Context: an optimization exercise on an open-source flow, tuned for small area and a short achievable clock period. The choices shown serve that exercise and are no tape-out recipe. At most, simulation tests tie the RTL to the original design; equivalence was not proved. Only the layout flow was run in runs 6 and 7; the RTL was not checked for function there. Power and IR drop assume default switching activity.

--- design.v ---
`timescale 1ns / 1ps
module FIFO(
    input  wire clk,
    input  wire rstn,
    input  wire wr_en,
    input  wire rd_en,
    input  wire [7:0] data_in,
    output wire full,
    output wire empty,
    output wire [7:0] data_out
 );
    reg [7:0] mem [0:31];
    reg [5:0] wr_pntr;
    reg [5:0] rd_pntr;
    always@(posedge clk or negedge rstn) begin
        if(!rstn) begin
            wr_pntr <= 5'd0;
        end else if(wr_en && !full)begin
            wr_pntr <= wr_pntr+1;
        end else begin
            wr_pntr <= wr_pntr; 
        end   
    end
    always@(posedge clk or negedge rstn) begin
        if(!rstn) begin
            rd_pntr <= 5'd0;
        end else if(rd_en && !empty)begin
            rd_pntr <= rd_pntr+1;
        end else begin
            rd_pntr <= rd_pntr; 
        end   
    end    
    always@(posedge clk) begin
        if(wr_en && !full)
            mem[wr_pntr[4:0]] <= data_in;
    end
    assign data_out = mem[rd_pntr[4:0]];
    assign empty = (wr_pntr == rd_pntr) ? 1'b1 : 1'b0;
    assign full  = (wr_pntr[5] == !rd_pntr[5]) &&(wr_pntr[4:0] == rd_pntr[4:0]); 
endmodule
--- run.sh ---
#!/bin/bash
# synth_recipe.tcl (not shown) runs the flow's synth.tcl, then flattens the netlist and writes it again
# the make line also repeats each setting of config.mk as NAME=value (left out here)
make -C /OpenROAD-flow-scripts/flow DESIGN_CONFIG=/design/flow/config.mk WORK_HOME=/design/flow/orfs CLKGATE_MAP_FILE= SYNTH_SCRIPT=/design/flow/synth_recipe.tcl finish
--- config.mk ---
export PLATFORM = sky130hd
export DESIGN_NAME = FIFO
export DESIGN_NICKNAME = FIFO
export VERILOG_FILES = /design/flow/design.v
export SDC_FILE = /design/flow/constraint.sdc
export NUM_CORES = 4
export LEC_CHECK = 0
export CAP_MARGIN = 20
export CORE_MARGIN = 2
export CORE_UTILIZATION = 40
export SLEW_MARGIN = 20
--- constraint.sdc ---
create_clock -name core_clock -period 5.0 [get_ports {clk}]
set_input_delay 1.0000 -clock core_clock [delete_from_list [all_inputs] [get_ports {clk}]]
set_output_delay 1.0000 -clock core_clock [all_outputs]
set_load 0.01 [all_outputs]
==> run notes, run 1 <==
outcome finished clean; vias per std cell 5.62; crit path kind reg2out; worst skew pair latency 530 ps; Layout area overhead 13.8%; largest net degree at the start of global routing 69; core area 26,000 sq um; die area 27,700 sq um; share of cells above drive strength 1 0.271; Worst Path Max Fanout 41; most frequent cells in the layout 256 x edfxtp_1, 80 x mux4_2, 40 x nor2_1, 29 x clkbuf_16, 13 x clkdlybuf4s50_1; Crit-path slowest cell dfrtp_4; Max Clock Skew 10.1 ps; post-route minimum period 4590 ps; DRT iter0 DRCs 467; crit end category primary output; GRT Overall Usage 0.160; CTS Sinks 268; sw power 1940 uW; hold buffer count at cts 0; Routed Antenna Nets 0; fillers 2,125; GPL Wtd Cong 0.768; Hold Path Class reg2reg; Synth Area per Inst 22.2 sq um; leading cell type in the layout, fill and taps excluded edfxtp_1; nets 523; maximum clock insertion buffer count 3; Largest stage delay, worst path 950 ps; synth top area cells edfxtp_1 73%, mux4_2 17%, dfrtp_1 2.8%; TritonCTS clock tree built; CTS resizes 0; Crit path max-delay family multiplexers; setup violators final 0; die width 166 microns; CTS Buf Count 28; post-synth top area cell edfxtp_1; RSZ-0062 raised after global routing no; VDD IR max 0.000714 V; CTS H-tree lvls 1; worst endpoint data arrival time 3590 ps; clk slew on worst S/H paths 60 ps; Reg power frac 0.421; Critical path buffers and inverters 2; first-pass GRT wire length 33,100 microns; Pwr per Cell Area 574 nW/um^2; Comb pwr share 0.280; max_slew headroom 0.234; MaxCap Viol Count 0; Synth warnings 1; worst-margin pin slew 1150 ps; total power 6890 uW; initial antenna violation count 0; Netlist cell types 25; dpl hpwl 13,500 microns; Clk pwr share 0.300; switching share of power 0.281; Leak 0.00377 uW; fin. max-slew vios 0; most used cell, CP mux4_2; setup_tns 0 ps; Antenna Cells 0; IO Count 22; Port-buffer cells 21; area share of the largest cell type after synthesis 0.728; internal power 4960 uW; Mapped Area 10,600 sq um; Routed WL 22,000 microns; #FFs+latches synth 268; Worst Setup Start Kind register; Root Driver clkbuf_16; worst path required time 4000 ps; Fin. Hold Viols 0; reg2reg setup slack 1450 ps; Rows 59; vias in the first global route 5,044; Die Y 166 microns; post-CTS setup buffer count 0; CP cell instances buf_12 -> mux4_2 -> mux4_2 -> mux2_2 -> clkdlybuf4s50_1; instance count of the mapped netlist 476; Tcrit/Tclk final 0.917; total iterations of the first detailed-routing run 5; Wirelength per Cell 25.4 microns; GRT overflow 0; register area share after synthesis 0.757; Max Clk Rate 0.218 GHz; Via Count 4,846; DRC errors left 0; initial core utilization 0.406
==> state kept, by name (all words and copies together) (netlist names) <==
register and flops:
wr_pntr 6, mem 256, rd_pntr 6
==> cell type report <==
cell class	count	area, sq um	area share
well taps	335	419	0.0349
clock inverters	10	124	0.0103
flip-flops and latches	268	7990	0.665
clock buffers	42	805	0.0670
repair buffers	25	238	0.0198
inverters	6	22.5	0.00187
multi-input cells	177	2410	0.201
==> final timing paths <==
check,startpoint,to,depth (start not counted)
worst max-delay path,rd_pntr[1]$_DFFE_PN0P_,data_out[0],5
worst min-delay path,wr_pntr[5]$_DFFE_PN0P_,wr_pntr[5]$_DFFE_PN0P_,1
worst max register to register,rd_pntr[4]$_DFFE_PN0P_,mem[29][6]$_DFFE_PP_,5
worst min register to register,wr_pntr[5]$_DFFE_PN0P_,wr_pntr[5]$_DFFE_PN0P_,1
max in group asynchronous,rstn,rd_pntr[1]$_DFFE_PN0P_,1
min in group asynchronous,rstn,wr_pntr[5]$_DFFE_PN0P_,1
==> metal layers <==
metal  routed length [microns]  share of wire  vias to the layer above  track usage
li1                          -              -                     2025            -
met1                      9710           0.44                     2595        0.238
met2                     10500           0.48                      194        0.252
met3                      1460          0.066                       32       0.0278
met4                       311          0.014                        0       0.0315
met5                         0              0                        -            0
==> Yosys cell counts <==
| library cell | number |
|---|---|
| edfxtp_1 | 256 |
| xnor2_1 | 8 |
| or4_1 | 1 |
| xor2_1 | 6 |
| mux2_2 | 8 |
| nor2b_1 | 2 |
| dfrtp_1 | 12 |
| nand3_1 | 4 |
| nor2_1 | 40 |
| nand2_2 | 1 |
| o221ai_1 | 1 |
| nand2_1 | 9 |
| ha_1 | 5 |
| buf_2 | 7 |
| o31a_1 | 1 |
| inv_1 | 6 |
| buf_6 | 4 |
| nand3b_1 | 3 |
| o31ai_4 | 1 |
| nand4_1 | 3 |
| mux4_2 | 80 |
| o21ai_1 | 1 |
| mux2_1 | 1 |
| nor3_1 | 2 |
| clkbuf_1 | 14 |
==> cell families after synthesis <==
group / count (synthesis) / share of synthesized area
mux: 89 / 0.180
xor+xnor: 14 / 0.0116
compound gates: 4 / 0.00415
simple gates: 65 / 0.0267
fa+ha+maj: 5 / 0.00593
buf+inv: 31 / 0.0147
flops: 268 / 0.757
==> power by group through the flow <==
stage                     registers, uW  clock network [uW]  logic, uW
final                              2900                2070       1930
after global routing               2930                2190       2060
after CTS                          2910                2100       1970
after detailed placement           2960                   0       1960
after global placement             2950                   0       1940
after floorplan                    2730                   0       1490
==> worst reg2reg max path, stage by stage, from the launching register on <==
cell	delay (ps)
dfrtp_1	1100
nor2b_1	270
or4_1	200
o31a_1	400
nand2_1	290
nor2_1	900
==> through the flow <==
step,hold WS [ps],utilization,setup slack (ps),area [sq um],std cells
2_1_floorplan,462,-,1870,10600,476
3_3_place_gp,478,0.428,910,11100,811
3_5_place_dp,491,0.428,900,11100,811
4_1_cts,499,0.464,334,12100,863
5_1_grt,515,0.462,245,12000,863
6_report,495,0.462,413,12000,863
==> run 2, diff against run 1 <==
==> design.v (replaced) <==
module FIFO(
    input  wire clk,
    input  wire rstn,
    input  wire wr_en,
    input  wire rd_en,
    input  wire [7:0] data_in,
    output wire full,
    output wire empty,
    output wire [7:0] data_out
 );
    reg [7:0] mem [0:31];
    reg [4:0] wp;        
    reg [4:0] np;        
    reg       empty_r;
    reg       full_r;
    reg [7:0] out_r;     
    wire w   = wr_en & ~full_r;
    wire r   = rd_en & ~empty_r;
    wire eq1  = (wp == np);              
    wire eq31 = (wp + 5'd2 == np);       
    always @(posedge clk or negedge rstn) begin
        if (!rstn) begin
            wp      <= 5'd0;
            np      <= 5'd1;
            empty_r <= 1'b1;
            full_r  <= 1'b0;
        end else begin
            if (w) wp <= wp + 5'd1;
            if (r) np <= np + 5'd1;
            if (w & ~r) begin
                empty_r <= 1'b0;
                full_r  <= eq31;
            end else if (r & ~w) begin
                empty_r <= eq1;
                full_r  <= 1'b0;
            end
        end
    end
    always @(posedge clk) begin
        if (w) mem[wp] <= data_in;
    end
    always @(posedge clk) begin
        if (empty_r ? wr_en : rd_en)
            out_r <= (empty_r | eq1) ? data_in : mem[np];
    end
    assign data_out = out_r;
    assign empty    = empty_r;
    assign full     = full_r;
endmodule
==> run notes, run 2 <==
outcome finished clean; Hold Path Class reg2reg; Crit-path slowest cell nor2_1; Netlist cell types 40 (+60%); Routed WL 24,000 microns (+9.5%); worst path required time 5170 ps (+1170 ps); CP cell instances clkdlybuf4s50_1 -> nor2b_1 -> nand2_1 -> nor2_1; nets 578 (+11%); worst skew pair latency 540 ps (about the same); Storage cell area 8240 sq um (+3.0%); Synth warnings 1 (unchanged); Post-synth ARST share 0.0435 (-0.00130); Worst Setup Start Kind input pin; #FFs+latches synth 276 (+3.0%); TritonCTS clock tree built; setup_tns 0 ps (unchanged); Port-buffer cells 21 (unchanged); maximum clock insertion buffer count 3 (unchanged); vias per std cell 5.81 (+3.5%); EDFF count, synth 264 (+3.1%); post-synth top area cell edfxtp_1; footprint of the multi-input gates 2560 sq um (+6.2%); CTS Buf Count 27 (-3.6%); Tcrit/Tclk final 0.644 (-0.273); MaxCap Viol Count 0 (unchanged); Routed Antenna Nets 0 (unchanged); leading cell type in the layout, fill and taps excluded edfxtp_1; register area share after synthesis 0.750 (-0.00670); worst-margin pin slew 873 ps (-276 ps); most frequent cells in the layout 264 x edfxtp_1, 59 x mux4_2, 36 x nor2_1, 27 x clkbuf_16, 20 x clkdlybuf4s50_1; DRT iter0 DRCs 738 (+58%); GRT Overall Usage 0.170 (+0.0106); RSZ-0062 raised after global routing no; DRC errors left 0 (unchanged); Rows 60 (+1.7%); initial core utilization 0.407 (+0.000946); clk slew on worst S/H paths 60 ps (about the same); die width 170 microns (+1.9%); crit path kind in2reg; total power 7180 uW (+4.2%); max reg flops 256 (unchanged); vias in the first global route 5,363 (+6.3%); Root Driver clkbuf_16; largest net degree at the start of global routing 42 (-39%); GPL Wtd Cong 0.809 (+5.4%); Max Clock Skew 13.9 ps (+3.84 ps); IO Count 22 (unchanged); Wirelength per Cell 26.1 microns (+2.7%); Layout area overhead 14.0%; Die Y 170 microns (+1.9%); Leak 0.00396 uW (+5.0%); dpl cells 870 (+7.3%); die area 28,800 sq um (+3.9%); Mapped Area 11,000 sq um (+4.0%); Largest stage delay, worst path 750 ps (-200 ps); synth top area cells edfxtp_1 72%, mux4_2 12%, dfrtp_1 2.3%; Post-synth top cells 264 x edfxtp_1, 59 x mux4_2, 36 x nor2_1; area share of the largest cell type after synthesis 0.722 (-0.00584); VDD IR max 0.000372 V (-48%); Synth Area per Inst 20.9 sq um (-5.7%); Critical path buffers and inverters 1 (-1); total iterations of the first detailed-routing run 5 (unchanged); first-pass GRT wire length 36,000 microns (+8.5%); initial antenna violation count 0 (unchanged); Crit path max-delay family simple AND/OR/NAND/NOR gates; Layout Cells excl Fill 920 (+6.6%); setup violators final 0 (unchanged); Worst Path Max Fanout 9 (-78%); GRT overflow 0 (unchanged); most frequent cell after synthesis edfxtp_1; dpl hpwl 15,400 microns (+14%); crit end category register; pre-CTS setup slack 1250 ps (+349 ps); Max Clk Rate 0.310 GHz (+42%); Antenna Cells 0 (unchanged); fin. max-slew vios 0 (unchanged); fillers 2,169 (+2.1%); instance count of the mapped netlist 525 (+10%); Layout Utilization 0.464 (+0.00195); Pwr per Cell Area 574 nW/um^2 (about the same); post-CTS setup buffer count 0 (unchanged); CTS H-tree lvls 1 (unchanged); Setup WS post-layout 1780 ps (+1370 ps); Via Count 5,346 (+10%); CTS Sinks 276 (+3.0%); Synth Flop Type edfxtp_1; Fin. Hold Viols 0 (unchanged); share of cells above drive strength 1 0.216 (-0.0549); CTS resizes 0 (unchanged); max_slew headroom 0.416 (+0.182); post-route minimum period 3220 ps (-1370 ps); worst endpoint data arrival time 3390 ps (-200 ps); core area 27,000 sq um (+3.7%); hold buffer count at cts 0 (unchanged)
run 2: cells by family (layout without fill, tap and decap cells):
family	after synthesis	in the layout	share of synthesized area
xor gates and xnor gates	15	15	0.0120
DFF	276	276	0.750
and+or+nand+nor	82	82	0.0379
buffers and inverters	33	87	0.0164
adders and majority gates	7	7	0.00798
AOI/OAI and AO/OA	35	35	0.0258
muxes	77	77	0.150
run 2: per-stage QoR:
stage | hold WS [ps] | instance area, sq um
after floorplan | 529 | 11000
after global placement | 503 | 11500
after detailed placement | 529 | 11600
after CTS | 543 | 12500
after global routing | 550 | 12500
final | 535 | 12500
run 2: final timing paths:
kind | from | end | slack [ps] | cells past startpoint
max | wr_en | mem[5][5]$_DFFE_PP_ | 1780 | 4
min | full_r$_DFFE_PN0P_ | full_r$_DFFE_PN0P_ | 530 | 2
min in group asynchronous | rstn | full_r$_DFFE_PN0P_ | 820 | 1
max reg2reg | np[0]$_DFFE_PN1P_ | out_r[1]$_DFFE_PP_ | 1930 | 4
max in group asynchronous | rstn | np[1]$_DFFE_PN0P_ | 3780 | 1
min reg2reg | full_r$_DFFE_PN0P_ | full_r$_DFFE_PN0P_ | 530 | 2
run 2: worst min-delay path: stages (launching register included):
cell and delay [ps]:
dfrtp_1 370, nand2_1 50, o21ai_0 80
run 2: area by class of cell:
cell class	count	share of cell area
well taps	341	0.0341
inverters	3	0.000900
clock inverters	17	0.0201
multi-input cells	216	0.205
flip-flops and latches	276	0.658
repair buffers	35	0.0264
clock buffers	32	0.0555
run 2: metal layers:
layer  up-vias  global-route usage  part of all wire
met4         0              0.0450             0.021
met2       261               0.264              0.47
li1       2253                   -                 -
met1      2792               0.252              0.43
met3        40              0.0303             0.081
met5         -                   0                 0
run 2: report_power, final:
group	switching, uW	internal (uW)
registers	309	2790
clock network	851	1310
logic	970	959
total	2130	5050
==> run 3, diff against run 2 <==
--- a/config.mk
+++ b/config.mk
@@ -8,4 +8,5 @@
 export CAP_MARGIN = 20
 export CORE_MARGIN = 2
 export CORE_UTILIZATION = 40
+export SETUP_SLACK_MARGIN = 3.0
 export SLEW_MARGIN = 20
==> run notes, run 3 <==
worst endpoint data arrival time 2770 ps (-620 ps); GRT overflow 0 (unchanged); Worst Path Max Fanout 4 (-5); total iterations of the first detailed-routing run 5 (unchanged); max_slew headroom 0.324 (-0.0916); dpl hpwl 14,500 microns (-5.8%); Root Driver clkbuf_16; most frequent cells in the layout 264 x edfxtp_1, 67 x mux4_2, 32 x nor2_4, 31 x clkbuf_16, 23 x buf_4; worst skew pair latency 540 ps (about the same); max reg flops 256 (unchanged); TritonCTS clock tree built; Post-synth ARST share 0.0435 (unchanged); setup_tns 0 ps (unchanged); layer with the highest usage met2; Leak 0.00428 uW (+8.1%); GPL Wtd Cong 0.776 (-4.2%); Synth Area per Inst 20.9 sq um (unchanged); met1 usage 0.256 (+0.00474); core area 27,000 sq um (unchanged); Synth warnings 1 (unchanged); MaxCap Viol Count 0 (unchanged); CTS Sinks 276 (unchanged); first-pass GRT wire length 36,900 microns (+2.5%); setup violators final 0 (unchanged); met2 Usage GRT 0.277 (+0.0130); fin. max-slew vios 0 (unchanged); Crit path max-delay family multiplexers; Port-buffer cells 21 (unchanged); vias in the first global route 5,631 (+5.0%); DRC errors left 0 (unchanged); grt met3 use 0.0285 (-0.00187); Max Clk Rate 0.403 GHz (+30%); crit end category register; register area share after synthesis 0.750 (unchanged); Critical path buffers and inverters 2 (+1); synth top area cells edfxtp_1 72%, mux4_2 12%, dfrtp_1 2.3%; EDFF count, synth 264 (unchanged); CP cell instances buf_6 -> buf_6 -> mux4_2 -> mux4_2 -> o221a_1; hold buffer count at cts 0 (unchanged); Mapped Area 11,000 sq um (unchanged); VDD IR max 0.000252 V (-32%); worst-margin pin slew 1010 ps (+140 ps); maximum clock insertion buffer count 3 (unchanged); Post-synth top cells 264 x edfxtp_1, 59 x mux4_2, 36 x nor2_1; most frequent cell after synthesis edfxtp_1; DRT iter0 DRCs 445 (-40%); Hold Path Class reg2reg; CTS Buf Count 28 (+3.7%); crit path kind reg2reg; Tcrit/Tclk final 0.496 (-0.148); initial core utilization 0.407 (unchanged); area share of the largest cell type after synthesis 0.722 (unchanged); GRT Overall Usage 0.176 (+0.00603); Max Clock Skew 15.7 ps (+1.77 ps); Synth Flop Type edfxtp_1; Antenna Cells 0 (unchanged); initial antenna violation count 0 (unchanged); post-route minimum period 2480 ps (-740 ps); Via Count 5,412 (+1.2%); fillers 2,109 (-2.8%); RSZ-0062 raised after global routing yes; Layout area overhead 23.0%; die area 28,800 sq um (unchanged); outcome finished clean; Netlist cell types 40 (unchanged); Crit-path slowest cell dfstp_4; Die Y 170 microns (unchanged); leading cell type in the layout, fill and taps excluded edfxtp_1; nets 623 (+7.8%); IO Count 22 (unchanged); Fin. Hold Viols 0 (unchanged); Wirelength per Cell 25.9 microns (-0.67%); instance count of the mapped netlist 525 (unchanged); die width 170 microns (unchanged); largest net degree at the start of global routing 34 (-19%); Routed WL 25,000 microns (+4.2%); post-synth top area cell edfxtp_1; CTS H-tree lvls 1 (unchanged); vias per std cell 5.61 (-3.5%); Pwr per Cell Area 571 nW/um^2 (-0.63%); Rows 60 (unchanged); Routed Antenna Nets 0 (unchanged); #FFs+latches synth 276 (unchanged); worst path required time 5290 ps (+120 ps); Largest stage delay, worst path 650 ps (-100 ps); Layout Utilization 0.501 (+0.0366); Worst Setup Start Kind register; clk slew on worst S/H paths 60 ps (about the same); share of cells above drive strength 1 0.373 (+0.158)
==> run 3: final cells by class <==
cell class / instances / area [sq um] / share of cell area
inverters: 3 / 11.3 / 0.000834
flip-flops and latches: 276 / 8240 / 0.610
clock inverters: 17 / 125 / 0.00927
clock buffers: 33 / 741 / 0.0549
multi-input cells: 217 / 2960 / 0.219
well taps: 341 / 427 / 0.0316
repair buffers: 78 / 997 / 0.0739
==> run 3: worst paths after layout <==
check / slack, ps / startpoint / depth (start not counted) / endpoint
worst min-delay path: 620 / full_r$_DFFE_PN0P_ / 3 / full_r$_DFFE_PN0P_
worst max-delay path: 2520 / np[0]$_DFFE_PN1P_ / 5 / out_r[5]$_DFFE_PP_
worst max register to register: 2520 / np[0]$_DFFE_PN1P_ / 5 / out_r[5]$_DFFE_PP_
worst min register to register: 620 / full_r$_DFFE_PN0P_ / 3 / full_r$_DFFE_PN0P_
min in group asynchronous: 850 / rstn / 1 / wp[2]$_DFFE_PN0P_
max in group asynchronous: 3710 / rstn / 1 / np[1]$_DFFE_PN0P_
==> run 3: what timing repair did <==
action	in CTS	in global routing
gates resized for setup	69	14
buffers inserted	36	5
setup endpoints to repair	333	20
pin swaps	15	4
cloned	2	2
==> run 3: worst register-to-register path: stages, from the launching register on <==
cell and delay [ps]:
dfstp_4 650, buf_6 150, buf_6 130, mux4_2 560
mux4_2 530, o221a_1 220
==> run 3: through the flow <==
step           hold slack (ps)  cell area, sq um  cells  power, uW  setup slack, ps
2_1_floorplan              579             11300    525       4610             2790
6_report                   625             13500    965       7700             2520
3_5_place_dp               568             11800    870       5230             1820
3_3_place_gp               552             11800    870       5190             1280
5_1_grt                    674             13500    965       8000             2470
4_1_cts                    609             13300    958       7550             2550
==> run 3: power by group <==
group	leakage [uW]	switching [uW]	internal (uW)	total, uW
logic	0.00133	1380	1340	2720
registers	0.00252	223	2790	3010
clock network	0.000422	818	1150	1970
total	0.00428	2420	5280	7700
==> run 3: kinds of logic after synthesis <==
family,Yosys count,share of synthesized area
DFF,276,0.750
and+or+nand+nor,82,0.0379
muxes,77,0.150
AOI/OAI and AO/OA,35,0.0258
buffers and inverters,33,0.0164
xor gates and xnor gates,15,0.0120
adders and majority gates,7,0.00798
==> run 3: metal layers <==
layer  wire [microns]  vias to the layer above  part of all wire
met5                0                        -                 0
met4              614                        0             0.025
met3             1590                       40             0.063
met2            11700                      180              0.47
met1            11200                     2855              0.45
li1                 -                     2337                 -
==> run 4, diff against run 3 <==
--- a/config.mk
+++ b/config.mk
@@ -5,8 +5,9 @@
 export SDC_FILE = /design/flow/constraint.sdc
 export NUM_CORES = 4
 export LEC_CHECK = 0
+export ABC_CLOCK_PERIOD_IN_PS = 1500
 export CAP_MARGIN = 20
 export CORE_MARGIN = 2
 export CORE_UTILIZATION = 40
-export SETUP_SLACK_MARGIN = 3.0
+export SETUP_SLACK_MARGIN = 3.3
 export SLEW_MARGIN = 20
==> run notes, run 4 <==
vias per std cell 5.74 (+2.3%); Largest stage delay, worst path 690 ps (+40 ps); CTS Sinks 276 (unchanged); post-route minimum period 2500 ps (+23.0 ps); crit path kind reg2reg; share of cells above drive strength 1 0.419 (+0.0459); CTS Buf Count 29 (+3.6%); initial core utilization 0.407 (unchanged); Post-synth top cells 264 x edfxtp_1, 59 x mux4_2, 36 x nor2_1; fin. max-slew vios 0 (unchanged); area share of the largest cell type after synthesis 0.722 (unchanged); Mapped Area 11,000 sq um (unchanged); max reg flops 256 (unchanged); Routed WL 25,500 microns (+1.7%); Leak 0.00434 uW (+1.5%); CTS H-tree lvls 1 (unchanged); placed cell areas 11,900 sq um (+0.41%); outcome finished clean; worst skew pair latency 540 ps (about the same); Crit-path slowest cell dfstp_4; initial antenna violation count 0 (unchanged); max_slew headroom 0.510 (+0.185); most used cell, CP mux4_2; Setup WS post-layout 2500 ps (-23.0 ps); Post-synth ARST share 0.0435 (unchanged); Tcrit/Tclk final 0.501 (+0.00459); Final Cell Area 13,700 sq um (+1.3%); Max Clk Rate 0.399 GHz (-0.92%); EDFF count, synth 264 (unchanged); nets 629 (+0.96%); synth top area cells edfxtp_1 72%, mux4_2 12%, dfrtp_1 2.3%; Hold WS 653 ps (+28.4 ps); CP cell instances buf_12 -> buf_16 -> mux4_2 -> mux4_2 -> o221a_1; fillers 2,087 (-1.0%); Port-buffer cells 21 (unchanged); instance count of the mapped netlist 525 (unchanged); RSZ-0062 raised after global routing yes; Worst Setup Start Kind register; MaxCap Viol Count 0 (unchanged); Routed Antenna Nets 0 (unchanged); Via Count 5,582 (+3.1%); die width 170 microns (unchanged); first-pass GRT wire length 37,500 microns (+1.7%); maximum clock insertion buffer count 3 (unchanged); DRC errors left 0 (unchanged); largest net degree at the start of global routing 34 (unchanged); IO Count 22 (unchanged); Die Y 170 microns (unchanged); most frequent cells in the layout 264 x edfxtp_1, 67 x mux4_2, 32 x nor2_4, 30 x clkbuf_16, 28 x buf_4; Synth Area per Inst 20.9 sq um (unchanged); worst endpoint data arrival time 2800 ps (+30 ps); core area 27,000 sq um (unchanged); Pwr per Cell Area 574 nW/um^2 (+0.68%); worst-margin pin slew 733 ps (-281 ps); VDD IR max 0.000262 V (+4.0%); Max Clock Skew 12.2 ps (-3.53 ps); pre-CTS setup slack 1790 ps (-25.8 ps); leading cell type in the layout, fill and taps excluded edfxtp_1; Antenna Cells 0 (unchanged); TritonCTS clock tree built; dpl hpwl 14,800 microns (+2.3%); register area share after synthesis 0.750 (unchanged); worst path required time 5290 ps (about the same); total iterations of the first detailed-routing run 5 (unchanged); vias in the first global route 5,592 (-0.69%); #FFs+latches synth 276 (unchanged); setup violators final 0 (unchanged); Worst Path Max Fanout 11 (+7); Layout area overhead 24.6%; most frequent cell after synthesis edfxtp_1; total power 7850 uW (+2.0%); Root Driver clkbuf_16; setup_tns 0 ps (unchanged); GPL Wtd Cong 0.764 (-1.5%); clk slew on worst S/H paths 60 ps (about the same); Fin. Hold Viols 0 (unchanged); die area 28,800 sq um (unchanged); hold buffer count at cts 0 (unchanged); GRT overflow 0 (unchanged); post-synth top area cell edfxtp_1; crit end category register; Synth Flop Type edfxtp_1; GRT Overall Usage 0.180 (+0.00394); Synth warnings 1 (unchanged); Rows 60 (unchanged); Netlist cell types 40 (unchanged); Hold Path Class reg2reg; DRT iter0 DRCs 488 (+9.7%); Wirelength per Cell 26.2 microns (+0.89%)
-- run 4: cell counts after synthesis --
No cell type changed its count.
-- run 4: layer usage --
metal	track usage	up-vias	routed length, microns
li1	-	2351	-
met1	0.255	2991	10800
met2	0.287	202	12300
met3	0.0336	38	1790
met4	0.0557	0	611
met5	0	-	0
-- run 4: where the power goes --
group / total [uW] / internal (uW) / switching [uW]
Sequential: 3030 / 2790 / 242
Combinational: 2700 / 1330 / 1370
Clock: 2120 / 1260 / 861
Total: 7850 / 5380 / 2470
-- run 4: cells by family after synthesis --
logic type,synth area share
flip-flops,0.750
multiplexers,0.150
adder cells (fa/ha/maj),0.00798
AND/OR/NAND/NOR,0.0379
AO/OA/AOI/OAI,0.0258
XOR/XNOR,0.0120
buffers and inverters,0.0164
-- run 4: area by class of cell --
| class | instances | area, sq um | share of cell area |
|---|---|---|---|
| clock buffer | 35 | 778 | 0.0569 |
| sequential | 276 | 8240 | 0.603 |
| timing repair buffer | 83 | 1010 | 0.0742 |
| clock inverter | 18 | 174 | 0.0127 |
| tap | 341 | 427 | 0.0312 |
| inverter | 3 | 11.3 | 0.000824 |
| multi-input combinational | 217 | 3020 | 0.221 |
-- run 4: worst paths after layout --
kind | start | endpoint | slack [ps] | cells past startpoint
max | np[0]$_DFFE_PN1P_ | out_r[7]$_DFFE_PP_ | 2500 | 5
min in group asynchronous | rstn | np[2]$_DFFE_PN0P_ | 850 | 1
max in group asynchronous | rstn | np[1]$_DFFE_PN0P_ | 3690 | 1
max reg2reg | np[0]$_DFFE_PN1P_ | out_r[7]$_DFFE_PP_ | 2500 | 5
min reg2reg | full_r$_DFFE_PN0P_ | full_r$_DFFE_PN0P_ | 650 | 3
min | full_r$_DFFE_PN0P_ | full_r$_DFFE_PN0P_ | 650 | 3
-- run 4: worst max-delay path: cells and delay by family, from the launching register on --
family / cells / cell delay (ps)
compound gates: 1 / 210
buf+inv: 2 / 330
flops: 1 / 690
mux: 2 / 1030
-- run 4: metrics by stage --
stage | utilization | cells
final | 0.507 | 973
after global placement | 0.440 | 870
after detailed placement | 0.440 | 871
after global routing | 0.507 | 973
after floorplan | - | 525
after CTS | 0.494 | 958
-- run 4: repair_timing --
item / 4_1_cts / 5_1_grt
pin swaps: 12 / 23
setup buffers: 31 / 14
cloned: 3 / 1
endpoints found under the setup margin: 421 / 263
gates resized for setup: 86 / 25
==> run 5, diff against run 4 <==
--- a/design.v
+++ b/design.v
@@ -14,10 +14,20 @@
     reg       empty_r;
     reg       full_r;
     reg [7:0] out_r;     
-    wire w   = wr_en & ~full_r;
-    wire r   = rd_en & ~empty_r;
+    wire w    = wr_en & ~full_r;
+    wire r    = rd_en & ~empty_r;
     wire eq1  = (wp == np);              
     wire eq31 = (wp + 5'd2 == np);       
+    wire [31:0] wsel, rsel;
+    fifo_dec32 u_wdec (.a(wp), .y(wsel));
+    fifo_dec32 u_rdec (.a(np), .y(rsel));
+    wire [255:0] flat;
+    genvar g;
+    generate for (g = 0; g < 32; g = g + 1) begin : fl
+        assign flat[8*g +: 8] = mem[g];
+    end endgenerate
+    wire [7:0] rdata;
+    fifo_aomux u_rmux (.d(flat), .sel(rsel), .y(rdata));
     always @(posedge clk or negedge rstn) begin
         if (!rstn) begin
             wp      <= 5'd0;
@@ -36,14 +46,39 @@
             end
         end
     end
+    integer i;
     always @(posedge clk) begin
-        if (w) mem[wp] <= data_in;
+        for (i = 0; i < 32; i = i + 1)
+            if (w & wsel[i]) mem[i] <= data_in;
     end
     always @(posedge clk) begin
         if (empty_r ? wr_en : rd_en)
-            out_r <= (empty_r | eq1) ? data_in : mem[np];
+            out_r <= (empty_r | eq1) ? data_in : rdata;
     end
     assign data_out = out_r;
     assign empty    = empty_r;
     assign full     = full_r;
 endmodule
+module fifo_dec32(
+    input  wire [4:0]  a,
+    output wire [31:0] y
+);
+    wire [3:0] lo = 4'd1 << a[1:0];
+    wire [7:0] hi = 8'd1 << a[4:2];
+    genvar g;
+    generate for (g = 0; g < 32; g = g + 1) begin : d
+        assign y[g] = lo[g % 4] & hi[g / 4];
+    end endgenerate
+endmodule
+module fifo_aomux(
+    input  wire [255:0] d,
+    input  wire [31:0]  sel,
+    output reg  [7:0]   y
+);
+    integer i;
+    always @(*) begin
+        y = 8'd0;
+        for (i = 0; i < 32; i = i + 1)
+            y = y | (d[8*i +: 8] & {8{sel[i]}});
+    end
+endmodule
==> config.mk (replaced) <==
export PLATFORM = sky130hd
export DESIGN_NAME = FIFO
export DESIGN_NICKNAME = FIFO
export VERILOG_FILES = /design/flow/design.v
export SDC_FILE = /design/flow/constraint.sdc
export NUM_CORES = 4
export LEC_CHECK = 0
export CAP_MARGIN = 20
export CORE_MARGIN = 2
export CORE_UTILIZATION = 40
export SETUP_SLACK_MARGIN = 3.1
export SLEW_MARGIN = 20
export SYNTH_HIERARCHICAL = 1
==> run notes, run 5 <==
fillers 2,178 (+4.4%); Layout area overhead 20.2%; Mapped Area 10,800 sq um (-1.9%); Post-synth top cells 264 x edfxtp_1, 127 x a22oi_1, 66 x nor2_1; initial antenna violation count 1 (+1); total power 7120 uW (-9.3%); Fin. Hold Viols 0 (unchanged); hold depth 1 (-2); IO Count 22 (unchanged); Worst Path Max Fanout 8 (-3); Via Count 6,362 (+14%); nets 729 (+16%); CTS Sinks 276 (unchanged); Layout Utilization 0.486 (-0.0217); TritonCTS clock tree built; crit path kind reg2reg; setup_tns 0 ps (unchanged); largest net degree at the start of global routing 34 (unchanged); Tcrit/Tclk final 0.525 (+0.0238); first-pass GRT wire length 40,900 microns (+9.1%); crit end category register; Worst Setup Start Kind register; Hold Path Class reg2reg; Reg-to-Reg End out_r[7]$_DFFE_PP_; Leak 0.00413 uW (-4.8%); Antenna Cells 0 (unchanged); worst skew pair latency 540 ps (about the same); Synth warnings 9 (+8); post-synth top area cell edfxtp_1; outcome finished clean; setup violators final 0 (unchanged); post-route minimum period 2620 ps (+119 ps); die width 168 microns (-0.94%); most frequent cell after synthesis edfxtp_1; max_slew headroom 0.403 (-0.107); DRC errors left 0 (unchanged); vias in the first global route 6,320 (+13%); Synth Area per Inst 16.3 sq um (-22%); dpl hpwl 17,600 microns (+19%); worst endpoint data arrival time 2910 ps (+110 ps); GPL Wtd Cong 0.889 (+16%); GRT overflow 0 (unchanged); core area 26,700 sq um (-1.1%); Max Clk Rate 0.381 GHz (-4.5%); most frequent cells in the layout 264 x edfxtp_1, 84 x a22oi_1, 48 x nor2_1, 44 x a22oi_2, 36 x buf_4; synth top area cells edfxtp_1 74%, a22oi_1 8.9%, dfrtp_1 2.3%; leading cell type in the layout, fill and taps excluded edfxtp_1; MaxCap Viol Count 0 (unchanged); Final Cell Area 12,900 sq um (-5.3%); worst path required time 5290 ps (about the same); Max Clock Skew 7.25 ps (-4.91 ps); Die Y 168 microns (-0.94%); EDFF count, synth 264 (unchanged); Wirelength per Cell 26.4 microns (+0.84%); Routed WL 28,300 microns (+11%); register area share after synthesis 0.765 (+0.0146); CTS H-tree lvls 1 (unchanged); share of cells above drive strength 1 0.335 (-0.0846); instance count of the mapped netlist 659 (+26%); GRT Overall Usage 0.199 (+0.0184); worst-margin pin slew 895 ps (+162 ps); area share of the largest cell type after synthesis 0.736 (+0.0141); Post-synth ARST share 0.0435 (unchanged); placed cell areas 11,300 sq um (-4.9%); Root Driver clkbuf_16; Pwr per Cell Area 550 nW/um^2 (-4.2%); Hold EP wp[2]$_DFFE_PN0P_; RSZ-0062 raised after global routing yes; max reg flops 256 (unchanged); VDD IR max 0.000323 V (+23%); initial core utilization 0.404 (-0.00330); worst hold start wp[2]$_DFFE_PN0P_; Reg-to-Reg Start np[0]$_DFFE_PN1P_; Rows 60 (unchanged); Synth Flop Type edfxtp_1; die area 28,200 sq um (-1.9%); fin. max-slew vios 0 (unchanged); clk slew on worst S/H paths 60 ps (about the same); maximum clock insertion buffer count 3 (unchanged); Port-buffer cells 21 (unchanged); CTS Buf Count 29 (unchanged); #FFs+latches synth 276 (unchanged); Netlist cell types 34 (-15%); DRT iter0 DRCs 873 (+79%); total iterations of the first detailed-routing run 5 (unchanged); R2R depth 7 (+2); reg2reg setup slack 2380 ps (-120 ps); Routed Antenna Nets 0 (unchanged); vias per std cell 5.93 (+3.4%)
==> run 5: report_power, final <==
group	total, uW	leakage, uW	internal [uW]	switching [uW]
sequential	2990	0.00252	2810	177
clock	2090	0.000456	1250	840
combinational	2040	0.00115	869	1170
total	7120	0.00413	4930	2190
==> run 5: layer usage <==
| metal | share of wire | wire length [microns] | global-route usage |
|---|---|---|---|
| met4 | 0.034 | 973 | 0.0726 |
| met5 | 0.00042 | 12 | 0 |
| met2 | 0.46 | 13200 | 0.318 |
| met1 | 0.40 | 11400 | 0.265 |
| met3 | 0.098 | 2770 | 0.0501 |
==> run 5: kinds of logic (layout without fill, tap and decap cells) <==
kind of cell | count (synthesis) | in the layout | synth area share
adders and majority gates | 4 | 4 | 0.00465
AOI/OAI and AO/OA | 131 | 131 | 0.0926
and+or+nand+nor | 177 | 178 | 0.0905
DFF | 276 | 276 | 0.765
buffers and inverters | 45 | 117 | 0.0234
muxes | 10 | 10 | 0.0112
xor gates and xnor gates | 16 | 16 | 0.0130
==> run 5: timing repair <==
action                                  CTS  global route
hold buffers                              0             0
endpoints found under the setup margin  355           103
cloned                                    1             0
pin swaps                                32            30
buffers inserted                         29             9
gates resized for setup                 107            58
==> run 5: worst max-delay path, stage by stage, from the launching register on <==
cell	delay [ps]
dfstp_2	600
nand2b_4	290
buf_6	150
nor2_4	60
a22oi_2	180
nand4_1	230
or4_4	590
mux2_4	270
==> run 5: modules after synthesis (local to each module, per instance) <==
module | cells inside | cell area (sq um) | flops+latches
FIFO | 365 | 8900 | 276
fifo_aomux | 200 | 1420 | 0
fifo_dec32 | 47 | 221 | 0
==> run 5: final cells by class <==
type	instances	area (sq um)	area share
inverter	1	3.75	0.000290
timing repair buffer	66	569	0.0440
sequential	276	8240	0.637
clock inverter	19	194	0.0150
multi-input combinational	339	2780	0.215
clock buffer	31	733	0.0567
tap	341	427	0.0330
==> run 5: per-stage QoR <==
step	setup WS (ps)	cells	hold slack, ps
after global placement	1770	984	583
after detailed placement	1750	984	595
final	2380	1073	664
after global routing	2340	1073	708
after CTS	2470	1064	668
after floorplan	2730	659	547
==> run 5: worst max path at each step <==
stage | start | end | slack [ps] | cells past startpoint
after detailed placement | wr_en | full_r$_DFFE_PN0P_ | 1750 | 6
after global routing | np[0]$_DFFE_PN1P_ | out_r[7]$_DFFE_PP_ | 2340 | 7
after CTS | np[0]$_DFFE_PN1P_ | out_r[6]$_DFFE_PP_ | 2470 | 7
after floorplan | np[0]$_DFFE_PN1P_ | out_r[6]$_DFFE_PP_ | 2730 | 8
final | np[0]$_DFFE_PN1P_ | out_r[7]$_DFFE_PP_ | 2380 | 7
after global placement | wr_en | full_r$_DFFE_PN0P_ | 1770 | 6
==> run 6, diff against run 5 <==
==> design.v (replaced) <==
module FIFO(
    input  wire clk,
    input  wire rstn,
    input  wire wr_en,
    input  wire rd_en,
    input  wire [7:0] data_in,
    output wire full,
    output wire empty,
    output wire [7:0] data_out
 );
    reg [7:0] mem [0:30];
    reg [4:0] tp;        
    reg [4:0] hp;        
    reg       empty_r;
    reg       full_r;
    reg [7:0] out_r;     
    wire w    = wr_en & ~full_r;
    wire r    = rd_en & ~empty_r;
    wire [4:0] tp1 = (tp == 5'd30) ? 5'd0 : tp + 5'd1;
    wire [4:0] hp1 = (hp == 5'd30) ? 5'd0 : hp + 5'd1;
    wire one  = ~empty_r & ~full_r & (hp == tp);    
    wire n31  = (tp1 == hp);                         
    wire [31:0] wsel, rsel;
    fifo_dec32 u_wdec (.a(tp), .en(w),    .y(wsel));
    fifo_dec32 u_rdec (.a(hp), .en(1'b1), .y(rsel));
    wire [247:0] flat;
    genvar g;
    generate for (g = 0; g < 31; g = g + 1) begin : fl
        assign flat[8*g +: 8] = mem[g];
    end endgenerate
    wire [7:0] rdata;
    fifo_aomux u_rmux (.d(flat), .sel(rsel[30:0]), .y(rdata));
    always @(posedge clk or negedge rstn) begin
        if (!rstn) begin
            tp      <= 5'd0;
            hp      <= 5'd0;
            empty_r <= 1'b1;
            full_r  <= 1'b0;
        end else begin
            if (w) tp <= tp1;
            if (empty_r ? wr_en : (rd_en & (~one | wr_en))) hp <= hp1;
            if (w & ~r) begin
                empty_r <= 1'b0;
                full_r  <= n31;
            end else if (r & ~w) begin
                empty_r <= one;
                full_r  <= 1'b0;
            end
        end
    end
    integer i;
    always @(posedge clk) begin
        for (i = 0; i < 31; i = i + 1)
            if (wsel[i]) mem[i] <= data_in;
    end
    always @(posedge clk) begin
        if (empty_r ? wr_en : rd_en)
            out_r <= (empty_r | one) ? data_in : rdata;
    end
    assign data_out = out_r;
    assign empty    = empty_r;
    assign full     = full_r;
endmodule
module fifo_dec32(
    input  wire [4:0]  a,
    input  wire        en,
    output wire [31:0] y
);
    wire [3:0] lo = {3'd0, en} << a[1:0];
    wire [7:0] hi = 8'd1 << a[4:2];
    genvar g;
    generate for (g = 0; g < 32; g = g + 1) begin : d
        assign y[g] = lo[g % 4] & hi[g / 4];
    end endgenerate
endmodule
module fifo_aomux(
    input  wire [247:0] d,
    input  wire [30:0]  sel,
    output reg  [7:0]   y
);
    integer i;
    always @(*) begin
        y = 8'd0;
        for (i = 0; i < 31; i = i + 1)
            y = y | (d[8*i +: 8] & {8{sel[i]}});
    end
endmodule
--- a/config.mk
+++ b/config.mk
@@ -5,9 +5,10 @@
 export SDC_FILE = /design/flow/constraint.sdc
 export NUM_CORES = 4
 export LEC_CHECK = 0
+export ABC_CLOCK_PERIOD_IN_PS = 1000
 export CAP_MARGIN = 20
 export CORE_MARGIN = 2
 export CORE_UTILIZATION = 40
-export SETUP_SLACK_MARGIN = 3.1
+export SETUP_SLACK_MARGIN = 3.2
 export SLEW_MARGIN = 20
 export SYNTH_HIERARCHICAL = 1
==> run notes, run 6 <==
outcome finished clean; total power 6550 uW (-8.1%); Storage cell area 8000 sq um (-2.9%); Pwr per Cell Area 503 nW/um^2 (-8.7%); Max Clock Skew 5.87 ps (-1.38 ps); Synth warnings 9 (unchanged); CP cell instances buf_6 -> nand4_1 -> buf_6 -> nor2_4 -> a222oi_1 -> nand3_1 -> or4_1 -> mux2_4; max_slew headroom 0.454 (+0.0509); first-pass GRT wire length 41,000 microns (+0.24%); Mapped Area 10,500 sq um (-2.6%); share of cells above drive strength 1 0.342 (+0.00758); Routed Antenna Nets 0 (unchanged); die area 27,500 sq um (-2.6%); IO Count 22 (unchanged); TritonCTS clock tree built; Largest stage delay, worst path 500 ps (-100 ps); met2 Usage GRT 0.341 (+0.0226); RSZ-0062 raised after global routing yes; largest net degree at the start of global routing 33 (-2.9%); vias per std cell 5.97 (+0.73%); vias in the first global route 6,510 (+3.0%); total iterations of the first detailed-routing run 5 (unchanged); Antenna Cells 0 (unchanged); GRT overflow 0 (unchanged); most used cell, CP buf_6; Die Y 166 microns (-1.3%); worst skew pair latency 520 ps (-20 ps); most frequent cells in the layout 256 x edfxtp_1, 75 x a22oi_1, 52 x buf_4, 38 x nor2_4, 27 x clkbuf_16; worst path required time 5270 ps (-20 ps); layer with the highest usage met2; VDD IR max 0.000338 V (+4.7%); initial antenna violation count 0 (-1); setup violators final 0 (unchanged); Hold Path Class reg2reg; setup_tns 0 ps (unchanged); Reg power frac 0.435 (+0.016); switching share of power 0.303 (-0.00484); crit end category register; Worst Setup Start Kind register; Crit path max-delay family simple AND/OR/NAND/NOR gates; Critical path buffers and inverters 2 (+1); clk slew on worst S/H paths 60 ps (about the same); footprint of the multi-input gates 2950 sq um (+6.4%); fillers 2,063 (-5.3%); post-route minimum period 2590 ps (-32.9 ps); max reg flops 248 (-3.1%); die width 166 microns (-1.3%); met1 usage 0.260 (-0.00460); fin. max-slew vios 0 (unchanged); GRT Overall Usage 0.197 (-0.00228); Via Count 6,450 (+1.4%); nets 745 (+2.2%); crit path kind reg2reg; Clk pwr share 0.298 (+0.004); Wirelength per Cell 25.7 microns (-2.6%); Rows 59 (-1.7%); MaxCap Viol Count 0 (unchanged); hold buffer count at cts 0 (unchanged); Fin. Hold Viols 0 (unchanged); DRC errors left 0 (unchanged); Leak 0.00414 uW (+0.27%); CTS Buf Count 27 (-6.9%); CTS H-tree lvls 1 (unchanged); CTS Sinks 268 (-2.9%); Tcrit/Tclk final 0.518 (-0.00658); instance count of the mapped netlist 644 (-2.3%); sw power 1980 uW (-9.5%); leading cell type in the layout, fill and taps excluded edfxtp_1; worst-margin pin slew 819 ps (-76.3 ps); DRT iter0 DRCs 795 (-8.9%); maximum clock insertion buffer count 3 (unchanged); Root Driver clkbuf_16; Max Clk Rate 0.386 GHz (+1.3%); Hold WS 637 ps (-27.1 ps); Worst Path Max Fanout 8 (unchanged); GPL Wtd Cong 0.852 (-4.2%); Comb pwr share 0.267 (-0.020); internal power 4570 uW (-7.5%); core area 25,900 sq um (-2.8%); initial core utilization 0.404 (+0.000565); Crit-path slowest cell or4_1; Layout area overhead 24.3%; Synth Area per Inst 16.3 sq um (-0.37%); worst endpoint data arrival time 2860 ps (-50 ps); Port-buffer cells 21 (unchanged); dpl hpwl 17,100 microns (-3.1%); Routed WL 27,800 microns (-2.0%); grt met3 use 0.0305 (-0.0196)
run 6: tightest hold or removal path, stage by stage, from the launching register on:
cell	delay, ps
dfrtp_1	380
buf_6	120
nand2_1	60
o41ai_2	50
run 6: power groups by stage:
stage	combinational, uW	clock (uW)	sequential, uW
2_1_floorplan	875	0	2850
5_1_grt	1840	2070	2860
6_report	1750	1950	2850
3_5_place_dp	1200	0	2930
3_3_place_gp	1190	0	2920
4_1_cts	1630	1980	2830
run 6: cell type report:
type                            instances  share of cell area
Timing Repair Buffer                   91              0.0588
Inverter                                4             0.00173
Sequential cell                       268               0.614
Multi-Input combinational cell        336               0.227
Tap cell                              335              0.0322
Clock inverter                         15              0.0131
Clock buffer                           31              0.0530
run 6: through the flow:
step	std cells	instance area (sq um)	utilization	setup slack, ps
after global routing	1080	13000	0.503	2380
final	1080	13000	0.503	2410
after detailed placement	971	11100	0.428	1680
after floorplan	651	10700	-	2700
after global placement	971	11100	0.428	1710
after CTS	1064	12800	0.494	2490
run 6: routing by layer:
metal	vias to the layer above	share of wire
met3	55	0.073
met4	0	0.024
li1	2779	-
met5	-	0
met1	3279	0.40
met2	337	0.50
run 6: what timing repair did:
| item | in CTS | in global routing |
|---|---|---|
| pin swaps | 49 | 31 |
| endpoints found under the setup margin | 343 | 218 |
| buffers inserted | 47 | 16 |
| gates resized for setup | 179 | 20 |
run 6: worst paths after layout:
path                                    start                  to  slack (ps)  cells past startpoint
hold reg to reg            full_r$_DFFE_PN0P_  full_r$_DFFE_PN0P_         640                      3
setup reg to reg            hp[0]$_DFFE_PN0P_  out_r[7]$_DFFE_PP_        2410                      8
max in group asynchronous                rstn   hp[3]$_DFFE_PN0P_        3740                      1
setup / recovery            hp[0]$_DFFE_PN0P_  out_r[7]$_DFFE_PP_        2410                      8
min in group asynchronous                rstn  full_r$_DFFE_PN0P_         850                      1
hold / removal             full_r$_DFFE_PN0P_  full_r$_DFFE_PN0P_         640                      3
==> run 7, diff against run 6 <==
--- a/config.mk
+++ b/config.mk
@@ -9,6 +9,9 @@
 export CAP_MARGIN = 20
 export CORE_MARGIN = 2
 export CORE_UTILIZATION = 40
+export CTS_BUF_LIST = sky130_fd_sc_hd__clkbuf_8
+export CTS_CLUSTER_DIAMETER = 60
+export CTS_CLUSTER_SIZE = 30
 export SETUP_SLACK_MARGIN = 3.2
 export SLEW_MARGIN = 20
 export SYNTH_HIERARCHICAL = 1
==> run notes, run 7 <==
Largest stage delay, worst path 500 ps (about the same); VDD IR max 0.000321 V (-5.0%); Layout area overhead 20.3%; clk slew on worst S/H paths 120 ps (+60 ps); CTS Buf Count 19 (-30%); vias in the first global route 6,367 (-2.2%); share of cells above drive strength 1 0.323 (-0.0191); Root Driver clkbuf_8; Leak 0.00396 uW (-4.3%); die width 166 microns (unchanged); GRT overflow 0 (unchanged); Worst Path Max Fanout 8 (unchanged); Crit-path slowest cell or4_1; max_slew headroom 0.390 (-0.0638); worst endpoint data arrival time 2890 ps (+30 ps); TritonCTS clock tree built; setup violators final 0 (unchanged); most used cell, CP buf_6; GRT Overall Usage 0.194 (-0.00206); initial antenna violation count 0 (unchanged); vias per std cell 5.98 (+0.13%); MaxCap Viol Count 0 (unchanged); Mapped Area 10,500 sq um (unchanged); first-pass GRT wire length 40,600 microns (-1.1%); Fin. Hold Viols 0 (unchanged); Synth Area per Inst 16.3 sq um (unchanged); Max Clock Skew 25.9 ps (+20.1 ps); CTS Sinks 268 (unchanged); Hold Path Class reg2reg; DRC errors left 0 (unchanged); total power 5990 uW (-8.5%); core area 25,900 sq um (unchanged); crit path kind reg2reg; instance count of the mapped netlist 644 (unchanged); max reg flops 248 (unchanged); crit end category register; CTS H-tree lvls 1 (unchanged); dpl hpwl 17,100 microns (unchanged); outcome finished clean; Via Count 6,333 (-1.8%); Port-buffer cells 21 (unchanged); die area 27,500 sq um (unchanged); Worst Setup Start Kind register; Synth warnings 9 (unchanged); worst-margin pin slew 911 ps (+92.4 ps); Routed Antenna Nets 0 (unchanged); Routed WL 27,100 microns (-2.5%); setup_tns 0 ps (unchanged); worst skew pair latency 540 ps (+20 ps); most frequent cells in the layout 256 x edfxtp_1, 84 x a22oi_1, 43 x buf_4, 37 x nor2_4, 20 x nor2_2; initial core utilization 0.404 (unchanged); post-route minimum period 2580 ps (-11.8 ps); Antenna Cells 0 (unchanged); RSZ-0062 raised after global routing yes; CP cell instances buf_6 -> nand4_1 -> buf_6 -> nor2_4 -> a222oi_1 -> nand3_1 -> or4_1 -> mux2_4; nets 728 (-2.3%); Rows 59 (unchanged); largest net degree at the start of global routing 33 (unchanged); Max Clk Rate 0.388 GHz (+0.46%); GPL Wtd Cong 0.852 (unchanged); IO Count 22 (unchanged); DRT iter0 DRCs 860 (+8.2%); Pwr per Cell Area 475 nW/um^2 (-5.5%); leading cell type in the layout, fill and taps excluded edfxtp_1; placed cell areas 11,100 sq um (unchanged); Final Cell Area 12,600 sq um (-3.2%); Tcrit/Tclk final 0.516 (-0.00235); total iterations of the first detailed-routing run 7 (+2); Wirelength per Cell 25.6 microns (-0.56%); Die Y 166 microns (unchanged); fin. max-slew vios 0 (unchanged); maximum clock insertion buffer count 3 (unchanged); worst path required time 5310 ps (+40 ps)
-- run 7: final timing paths --
path	startpoint	endpoint	slack, ps	depth (start not counted)
min in group asynchronous	rstn	tp[4]$_DFFE_PN0P_	820	1
min	full_r$_DFFE_PN0P_	full_r$_DFFE_PN0P_	640	3
max	hp[0]$_DFFE_PN0P_	out_r[7]$_DFFE_PP_	2420	8
max in group asynchronous	rstn	hp[4]$_DFFE_PN0P_	3750	1
min reg2reg	full_r$_DFFE_PN0P_	full_r$_DFFE_PN0P_	640	3
max reg2reg	hp[0]$_DFFE_PN0P_	out_r[7]$_DFFE_PP_	2420	8
-- run 7: final cells by class --
type	count	area, sq um
inverters	4	25.0
fillers	2111	13300
clock inverters	15	248
flip-flops and latches	268	8000
clock buffers	19	262
multi-input cells	336	2950
well taps	335	419
repair buffers	82	698
-- run 7: routing by layer --
metal / GRT usage / wire length (microns) / vias to the layer above
li1: - / - / 2732
met1: 0.263 / 11400 / 3276
met2: 0.336 / 13500 / 283
met3: 0.0274 / 1610 / 42
met4: 0.0435 / 539 / 0
met5: 0 / 0 / -
-- run 7: what timing repair did --
item | 4_1_cts | 5_1_grt
hold endpoints to repair | 0 | 0
setup buffers | 47 | 7
gates resized for setup | 176 | 20
pin swaps | 42 | 19
hold buffers | 0 | 0
endpoints found under the setup margin | 343 | 273
-- run 7: per-stage QoR --
stage          setup slack (ps)  instances  hold WS, ps  utilization
5_1_grt                    2360       1059          675        0.487
3_3_place_gp               1710        971          538        0.428
6_report                   2420       1059          641        0.487
4_1_cts                    2490       1052          622        0.481
3_5_place_dp               1680        971          529        0.428
2_1_floorplan              2700        651          542            -
-- run 7: worst max-delay path: cells and delay by family, from the launching register on --
kind / cells / cell delay, ps
AND/OR/NAND/NOR: 4 / 890
AO/OA/AOI/OAI: 1 / 480
flip-flops: 1 / 420
buffers and inverters: 2 / 280
multiplexers: 1 / 280
-- run 7: where the power goes --
part	switching [uW]	leakage [uW]	internal, uW
clock network	730	0.000258	651
registers	161	0.00245	2680
logic	1020	0.00125	745

separate check: timing with driven ports:
In the flow no input, the clock included, has a driving cell. The finished layouts below were timed again as built, in two steps. Step 1 assumes that a clkbuf_16 drives the clock port and a buf_2 every other input. Step 2, shift: input delay + t, output delay - t, t = (earliest + latest rising clock arrival at the registers) / 2. This alone moves slack from input paths to output paths. Three values: ideal ports, drivers, drivers and shift; two values: the first two.
run | t (ns) | setup slack, ns | hold WS [ns]
run 1 | 0.575 | 0.413 / 0.368 / 0.943 | 0.495 / 0.495 / 0.495
run 2 | 0.584 | 1.778 / 1.802 / 1.218 | 0.535 / 0.535 / 0.535
run 3 | 0.575 | 2.518 / 2.518 / 2.518 | 0.625 / 0.625 / 0.625
run 4 | 0.581 | 2.495 / 2.495 / 2.495 | 0.653 / 0.653 / 0.653
run 5 | 0.581 | 2.376 / 2.376 / 2.376 | 0.664 / 0.664 / 0.664
run 6 | 0.568 | 2.409 / 2.409 / 2.409 | 0.637 / 0.637 / 0.637
run 7 | 0.575 | 2.421 / 2.421 / 2.421 | 0.641 / 0.641 / 0.641
After both steps setup and hold are still met in every run listed. The setup slack of run 2, which loses most, moves by +0.024 ns with the drivers and by -0.560 ns with both steps.
